Context: an optimization exercise on an open-source flow, tuned for small area and a short achievable clock period. The choices shown serve that exercise and are no tape-out recipe. At most, simulation tests tie the RTL to the original design; equivalence was not proved. Power figures rest on the tool's default switching activity, not on a simulated workload.

run A:
// BLOCK_ULA_OPS
module BLOCK_ULA_OPS #(
    parameter DATA_WIDTH = 8,
    parameter ADDR_WIDTH = 12,
    parameter ULA_WIDTH = 24
    ) (
        input clk,
        input [(ADDR_WIDTH-1):0] MUX_REG1_IN,                    
        input [(DATA_WIDTH-1):0] REG1_IN,
        input [(DATA_WIDTH-1):0] MUX_REG2_IN_0,  
        input [(ADDR_WIDTH-1):0] MUX_REG2_IN_1,  
        input [(ADDR_WIDTH-1):0] MUX_REG2_IN_2,  
        input [(DATA_WIDTH-1):0] REG2_IN,
        output wire [(ULA_WIDTH-1):0] ULA_OUT,
        output reg REG_COMP_OUT,
        output reg REG_OVERFLOW_OUT,
        input [1:0] SEL_MUX1,
        input [1:0] SEL_MUX2,
        input CTRL_REG_OP1, CTRL_REG_OP2,
        input CTRL_REG_OVERFLOW, CTRL_REG_COMP,
        input [3:0] SEL_ULA
    );
Settings: LEC_CHECK=0, CAP_MARGIN=20, CORE_MARGIN=2, CORE_UTILIZATION=65, PLACE_DENSITY=0.75, SETUP_SLACK_MARGIN=0.7, SLEW_MARGIN=20, SYNTH_HIERARCHICAL=1; clock period 11.0 ns.
standard.sh (not shown) runs the stock make flow with config.mk's settings and CLKGATE_MAP_FILE= SYNTH_SCRIPT=/design/flow/synth_recipe.tcl, a recipe that flattens the netlist after the stock synthesis.
==> flow/flow/run.sh <==
#!/bin/bash
# The standard layout, with the port buffers that buffer_ports inserts made
# sky130_fd_sc_hd__buf_1 instead of the cell it picks on its own.
set -euo pipefail
bash standard.sh BUFFER_PORTS_ARGS="-buffer_cell sky130_fd_sc_hd__buf_1" finish > standard_make.log 2>&1
Run A reached the end of the flow, and the finished layout is clean on the timing, DRC and antenna checks.
The following lists how run B was set up differently from run A:
Settings: swapping 0.7 for 0.5 in SETUP_SLACK_MARGIN.
==> comparison <==
Share of final-layout standard cells stronger than drive strength 1, run A and run B: larger value in run A
The number of cells on the worst hold path of run B and that of run A are within noise of each other.
Number of stages on the worst setup path: higher on run A
Run B -> run A: total congestion overflow after global routing flat
| fill cell total of the finished layout | higher: run B |
From run A to run B the numbers moved as follows: part of the cycle the worst path needs went up by 2.1 points; layout overhead on the synthesized area went down by 0.36 points.
Any difference in portion of total power attributed to combinational logic between run A and run B is small enough to ignore.
Time the final worst path needs with I/O delays and setup delta (run B − run A): unfavourable
Sort run A and run B by normalized max-slew margin, ascending, and run B comes first.
diff inputs: run B => run C
Settings: SETUP_SLACK_MARGIN now 1.0, was 0.5; PLACE_DENSITY now 0.7, was 0.75; CORE_UTILIZATION now 55, was 65.
Results
Run C was carried through to the last stage, and its layout satisfied the timing, DRC and antenna checks.
Run C against run B: final instance count without filler cells went up by 40; total power divided by cell area moved down; minimum clock period after layout lost 0.49 ns.

## gamma
BLOCK_ULA_OPS, a different RTL version from the one above (not shown whole).
Size: ~5800 um^2 of cells after synthesis.
export LEC_CHECK = 0
export CAP_MARGIN = 20
export CORE_MARGIN = 2
export CORE_UTILIZATION = 40
export SLEW_MARGIN = 20
export SYNTH_HIERARCHICAL = 1
create_clock -name core_clock -period 11.0 [get_ports {clk}]
Scripts as last shown in full above: flow/flow/run.sh
Edits applied to the flow inputs when going from gamma to beta:
- PLACE_DENSITY: unset -> 0.75
- CORE_UTILIZATION: 40 -> 65
### Flow results
Per the final summary, beta finished and its layout is clean on timing, DRC and antenna. gamma was carried through to the last stage, and its layout satisfied the timing, DRC and antenna checks. In the flow results for beta and gamma, the worst reg-to-reg setup slack is larger on gamma. The run showing the smaller first-iteration DRC count is gamma. Ratio of final minimum period to clock period essentially unchanged between beta and gamma. On sum of internal, switching and leakage power: beta sits below gamma. The higher global-route usage came out of beta. beta ends up with higher fraction of standard cell area in multi-input logic than gamma does.

Another version of the RTL of BLOCK_ULA_OPS (not shown whole).
Size: about 700 cells after synthesis, roughly 18 flip-flops, ~99 I/O pins.
Settings: LEC_CHECK=0, CAP_MARGIN=20, CORE_MARGIN=2, CORE_UTILIZATION=40, SETUP_SLACK_MARGIN=1.0, SLEW_MARGIN=20, SYNTH_HIERARCHICAL=1; clock period 11.0 ns.
Scripts as last shown in full above: flow/flow/run.sh
The first run passed the timing, DRC and antenna checks.
Change:
Settings changed: SETUP_SLACK_MARGIN 1.0 to not set.
What happened: Worst setup slack degrades by 0.62 ns. Register-to-register slack degrades by 0.46 ns. Utilization went down by 6.2 points. Routed wire length went down by 7.6%. First-iteration DRC count went down by 25%. Worst hold slack improves by 0.049 ns.
Change:
Settings changed: CORE_UTILIZATION 40 to 65, PLACE_DENSITY set to 0.75.
Result:
- cell area went down by 3.1%
- sequential power is about the same
- global-route usage rose by 13 points
- power fell by 4.7%
- sequential share of layout area climbs by 0.24 points
- routed wire length falls by 1.3%
- utilization is higher by 27 points
- synthesized cell count does not change
- maximum frequency goes down by 0.80%
- worst setup slack gets worse by 0.085 ns
Function was not checked in any run of this note: the RTL went through the layout flow alone.

Setup of P:
BLOCK_ULA_OPS with an RTL version that a note above also has.
For scale: about 670 cells after synthesis, roughly 18 flip-flops, about 99 I/O pins.
## BLOCK_ULA_OPS
module BLOCK_ULA_OPS #(
    parameter DATA_WIDTH = 8,
    parameter ADDR_WIDTH = 12,
    parameter ULA_WIDTH = 24
    ) (
        input clk,
        input [(ADDR_WIDTH-1):0] MUX_REG1_IN,                    
        input [(DATA_WIDTH-1):0] REG1_IN,
        input [(DATA_WIDTH-1):0] MUX_REG2_IN_0,  
        input [(ADDR_WIDTH-1):0] MUX_REG2_IN_1,  
        input [(ADDR_WIDTH-1):0] MUX_REG2_IN_2,  
        input [(DATA_WIDTH-1):0] REG2_IN,
        output wire [(ULA_WIDTH-1):0] ULA_OUT,
        output reg REG_COMP_OUT,
        output reg REG_OVERFLOW_OUT,
        input [1:0] SEL_MUX1,
        input [1:0] SEL_MUX2,
        input CTRL_REG_OP1, CTRL_REG_OP2,
        input CTRL_REG_OVERFLOW, CTRL_REG_COMP,
        input [3:0] SEL_ULA
    );
==> flow/config.mk <==
export PLATFORM = sky130hd
export DESIGN_NAME = BLOCK_ULA_OPS
export DESIGN_NICKNAME = BLOCK_ULA_OPS
export VERILOG_FILES = /design/flow/design.v
export SDC_FILE = /design/flow/constraint.sdc
export NUM_CORES = 4
export LEC_CHECK = 0
export CAP_MARGIN = 20
export CORE_MARGIN = 2
export CORE_UTILIZATION = 65
export PLACE_DENSITY = 0.75
export SETUP_SLACK_MARGIN = 0.8
export SLEW_MARGIN = 20
export SYNTH_HIERARCHICAL = 1
==> flow/constraint.sdc <==
create_clock -name core_clock -period 11.0 [get_ports {clk}]
set_input_delay 2.2000 -clock core_clock [delete_from_list [all_inputs] [get_ports {clk}]]
set_output_delay 2.2000 -clock core_clock [all_outputs]
set_load 0.01 [all_outputs]
Scripts as last shown in full above: flow/flow/run.sh
P: PASS, flow complete, no timing, DRC or antenna violations
The inputs of Q differ from those of P as listed below.
- SETUP_SLACK_MARGIN: 0.8 -> unset
- GPL_TIMING_DRIVEN: unset -> 0
### Flow results
- Relative to P, global-route track usage on met2 has decreased by 0.94 points in Q.
- Q against P: clock period minus final worst setup slack +0.73 ns, delay of the slowest cell on the worst path now smaller.
- Summary of Q over P: sequential share of cell area about even, final worst-path setup slack fell 0.73 ns, number of gates resized after CTS fell 3.
- The higher total power of Q and P is in P.
- Worst hold slack, Q and P: smaller value in P
diff inputs: Q => R
- GPL_TIMING_DRIVEN removed (was 0)
Q has a higher share of the clock period used by the worst path after layout than R.
Diff Q -> R: sequential share of layout area about even; maximum frequency rose 2.2 MHz; combined area of all synthesized cells about even; share of power burned in the clock network rose 0.3 points.
As far as area growth from synthesis to final layout is concerned, Q and R perform about the same.
On placed standard-cell area, R tracks Q almost exactly.
Of R and Q, it is R that has the lower minimum period implied by the final worst setup slack.
Diff Q -> R: via count went down, register-to-register slack went up, cell count went down.
Here is what was changed in the inputs of S compared with R.
- PLACE_DENSITY now 0.65, was 0.75
- CORE_UTILIZATION now 45, was 65
- SETUP_SLACK_MARGIN now 0.9, previously not set
==> comparison <==
- S against R: critical path depth now sits lower; count of buffers added by post-CTS timing repair for setup now sits higher; floorplan die height now sits higher; total of fill cells in the finished design now sits higher; clock-pin transition on the worst setup and hold timing paths now sits lower.
- Diff R and S: routed wire length higher in S
- When the final numbers for R and S were put side by side, the power attributed to combinational cells turned out to be smaller in R.
- Going from R to S, the cell count was found to have gone up by 8.6%.
- For final total power, dividing the value from S by the value from R gives 1.07.
Setup changes, S to T
- GPL_TIMING_DRIVEN now 0, previously not set
- CORE_UTILIZATION now 55, was 45
- PLACE_DENSITY now 0.7, was 0.65
--- outcome ---
On worst hold margin, the higher figure sits with S, not T. Non-clock buffer count is higher on T. On die area, T does better than S. Between S and T, the flow reports sum of routed wire length over all layers decreasing by a few percent. Relative to S, part of the cycle the worst path needs has increased by 1.5 points in T.

Starting RTL as in the previous note.
Settings: LEC_CHECK=0, CAP_MARGIN=20, CORE_MARGIN=2, CORE_UTILIZATION=65, PLACE_DENSITY=0.75, SETUP_SLACK_MARGIN=0.9, SLEW_MARGIN=20, SYNTH_HIERARCHICAL=1; clock period 11.0 ns.
Scripts as last shown in full above: flow/flow/run.sh
Edit:
- SETUP_SLACK_MARGIN: 0.9 -> 1.2
The changed run produced a clean layout.
First-iteration DRC count came out higher by 27%.
Non-clock buffer count climbs by 46.
Clock-buffer cell count does not change.

BLOCK_ULA_OPS, a different RTL version from the one above (not shown whole).
Size in the first run: about 630 cells after synthesis, roughly 18 flip-flops, about 99 I/O pins, about 5700 µm² of cells after synthesis.
export LEC_CHECK = 0
export CAP_MARGIN = 20
export CORE_MARGIN = 2
export CORE_UTILIZATION = 75
export PLACE_DENSITY = 0.85
export SLEW_MARGIN = 20
export SYNTH_HIERARCHICAL = 1
create_clock -name core_clock -period 11.0 [get_ports {clk}]
Scripts as last shown in full above: flow/flow/run.sh
Next try:
==> flow/flow/run.sh (replaced) <==
#!/bin/bash
# The standard layout, with the port buffers that buffer_ports inserts made
# sky130_fd_sc_hd__buf_2 instead of the cell it picks on its own.
set -euo pipefail
bash standard.sh BUFFER_PORTS_ARGS="-buffer_cell sky130_fd_sc_hd__buf_2" finish > standard_make.log 2>&1
- CORE_UTILIZATION: 75 -> 65
- PLACE_DENSITY: 0.85 -> 0.75
Effect: The new run completed with no timing, DRC or antenna violations; global-route usage drops by 9.2 points; cell area went up by 0.35%; die area grows by 15%; final cell count falls by 0.60%; routed wire length shrinks by 8.3%; via count goes down by 7.7%; hold slack improves by 0.16 ns; worst setup slack is better by 0.14 ns; fmax grows by 1.3%.

-- afterwards: timing with drivers on the ports --
No port has a modelled driver above. Below, the same layouts with a new extraction and two added sets of constraints.
Step 1 sets driving cells, clkbuf_16 on the clock port and buf_2 on the other inputs (assumed; they add their load-dependent delay and slew).
Step 2, shift: input delay + t, output delay - t, t = (earliest + latest rising clock arrival at the registers) / 2. This alone moves slack from input paths to output paths.
a / b / c = ideal / step 1 / step 2; a / b = the first two.
run	t, ns	setup WS [ns]	worst setup path after step 2	cell pins on the clock port's net
run A	0.278	0.972 / 0.951 / 0.951	input to output	1
run B	0.277	0.744 / 0.716 / 0.716	input to output	1
run C	0.264	1.229 / 1.203 / 1.203	input to output	1
gamma	0.278	0.430 / 0.408 / 0.408	input to output	1
beta	0.284	0.426 / 0.397 / 0.397	input to output	1
the first run of note 3	0.277	0.988 / 0.925 / 0.925	input to output	1
the second run of note 3	0.278	0.368 / 0.348 / 0.348	input to output	1
the third run of note 3	0.276	0.283 / 0.255 / 0.255	input to output	1
P	0.278	1.049 / 1.011 / 1.011	input to output	1
Q	0.270	0.322 / 0.298 / 0.298	input to output	1
R	0.278	0.564 / 0.542 / 0.542	input to output	1
S	0.271	1.223 / 1.197 / 1.197	input to output	1
T	0.270	1.054 / 1.033 / 1.033	input to output	1
the first run of note 5	0.279	1.148 / 1.121 / 1.121	input to output	1
the second run of note 5	0.281	1.325 / 1.299 / 1.299	input to output	1
the first run of note 6	0.286	0.340 / 0.319 / 0.319	input to output	1
the second run of note 6	0.268	0.477 / 0.457 / 0.457	input to output	1
After both steps every run listed still meets setup and hold. The setup slack of the first run of note 3, which loses most, moves by -0.063 ns with the drivers and by -0.063 ns with both steps.
